Context: an optimization exercise on an open-source flow, tuned for small area and a short achievable clock period. The choices shown serve that exercise and are no tape-out recipe. Function was checked by simulation only, so behaviour that the tests miss may differ from the original.

the baseline:
==> flow/design.v (excerpt) <==
module dist_sort (
    input logic        clk, rst,
    input logic [63:0] query,
    input logic [63:0] search_0,
    input logic [63:0] search_1,
    input logic [63:0] search_2,
    input logic [63:0] search_3,
    input logic [63:0] search_4,
    input logic [63:0] search_5,
    input logic [63:0] search_6,
    input logic [63:0] search_7,
    input logic        in_valid,
    output logic [2:0] addr_1st,
    output logic [2:0] addr_2nd,
    output logic       out_valid
);
    wire [63:0] nq = ~query;
    logic [3:0] m_r [8][16];
    wire [3:0] m_0_0;
    absdiff u_ad_0_0 (.na(nq[3:0]), .b(search_0[3:0]), .m(m_0_0));
    wire [3:0] m_0_1;
    absdiff u_ad_0_1 (.na(nq[7:4]), .b(search_0[7:4]), .m(m_0_1));
    wire [3:0] m_0_2;
    absdiff u_ad_0_2 (.na(nq[11:8]), .b(search_0[11:8]), .m(m_0_2));
    wire [3:0] m_0_3;
    absdiff u_ad_0_3 (.na(nq[15:12]), .b(search_0[15:12]), .m(m_0_3));
    wire [3:0] m_0_4;
    absdiff u_ad_0_4 (.na(nq[19:16]), .b(search_0[19:16]), .m(m_0_4));
    wire [3:0] m_0_5;
    absdiff u_ad_0_5 (.na(nq[23:20]), .b(search_0[23:20]), .m(m_0_5));
    wire [3:0] m_0_6;
    absdiff u_ad_0_6 (.na(nq[27:24]), .b(search_0[27:24]), .m(m_0_6));
    wire [3:0] m_0_7;
    absdiff u_ad_0_7 (.na(nq[31:28]), .b(search_0[31:28]), .m(m_0_7));
    wire [3:0] m_0_8;
    absdiff u_ad_0_8 (.na(nq[35:32]), .b(search_0[35:32]), .m(m_0_8));
    wire [3:0] m_0_9;
    absdiff u_ad_0_9 (.na(nq[39:36]), .b(search_0[39:36]), .m(m_0_9));
    wire [3:0] m_0_10;
    absdiff u_ad_0_10 (.na(nq[43:40]), .b(search_0[43:40]), .m(m_0_10));
    wire [3:0] m_0_11;
    absdiff u_ad_0_11 (.na(nq[47:44]), .b(search_0[47:44]), .m(m_0_11));
    wire [3:0] m_0_12;
    absdiff u_ad_0_12 (.na(nq[51:48]), .b(search_0[51:48]), .m(m_0_12));
    wire [3:0] m_0_13;
    absdiff u_ad_0_13 (.na(nq[55:52]), .b(search_0[55:52]), .m(m_0_13));
    wire [3:0] m_0_14;
    absdiff u_ad_0_14 (.na(nq[59:56]), .b(search_0[59:56]), .m(m_0_14));
    wire [3:0] m_0_15;
    absdiff u_ad_0_15 (.na(nq[63:60]), .b(search_0[63:60]), .m(m_0_15));
    wire [3:0] m_1_0;
    absdiff u_ad_1_0 (.na(nq[3:0]), .b(search_1[3:0]), .m(m_1_0));
    wire [3:0] m_1_1;
  ...
Size in the first run: roughly 8400 cells after synthesis, ~590 I/O pins.
Settings: LEC_CHECK=0, ABC_AREA=1, CAP_MARGIN=50, CORE_MARGIN=2, CORE_UTILIZATION=48, CTS_BUF_LIST=sky130_fd_sc_hd__clkbuf_4 sky130_fd_sc_hd__clkbuf_8, SLEW_MARGIN=70, SYNTH_HIERARCHICAL=1, SYNTH_MINIMUM_KEEP_SIZE=0; clock period 17.0 ns.
standard.sh (not shown) runs the stock make flow with config.mk's settings and CLKGATE_MAP_FILE= SYNTH_SCRIPT=/design/flow/synth_recipe.tcl, a recipe that flattens the netlist after the stock synthesis.
==> flow/flow/run.sh <==
#!/bin/bash
# The standard layout (standard.sh: synthesis to final layout), with every input and
# output port buffered by the platform's smallest buffer instead of the default choice.
set -euo pipefail
export BUFFER_PORTS_ARGS="-buffer_cell sky130_fd_sc_hd__buf_1"
bash standard.sh > standard.log 2>&1
The baseline completed; timing, DRC and antenna clean
> inputs changed (the baseline -> the candidate)
Settings: putting PLACE_DENSITY at 0.7 where nothing was set; swapping 48 for 55 in CORE_UTILIZATION.
Changes observed in the candidate relative to the baseline: overall die width shows a reduction of about 6.5%; maximum frequency from static timing analysis now smaller; shortest clock period the worst path allows after layout increased 210 ps; core utilization picked up an extra 7.9 points.
The candidate: flow completed, timing, DRC and antenna clean
Taking the baseline as the reference, in the candidate required time of the worst setup path saw a decrease; final cycle utilization of the critical path saw an increase; worst endpoint data arrival time saw an increase; setup slack at placement saw a decrease.

[port drivers added, routing unchanged]
Ports are ideal in the flow. The routed layouts listed here were re-timed in OpenROAD.
Step 1, drivers: a clkbuf_16 drives clk and a buf_2 each remaining input, both assumed.
Step 2 times the ports against the registers' clock, not the clock port: input delays grow and output delays shrink by t, the midpoint of the rising clock arrivals with the driver on.
a / b / c = ideal / step 1 / step 2; a / b = the first two.
run | t (ns) | slack for setup (ns) | worst setup path at the end | worst register clock-pin slew, ns
the baseline | 0.904 | 12.185 / 12.228 / 11.342 | input to register | 0.07 / 0.07
the candidate | 0.908 | 11.975 / 12.006 / 11.098 | input to register | 0.08 / 0.08
After both steps setup and hold are still met in every run listed. The setup slack of the candidate, which loses most, moves by +0.031 ns with the drivers and by -0.877 ns with both steps.
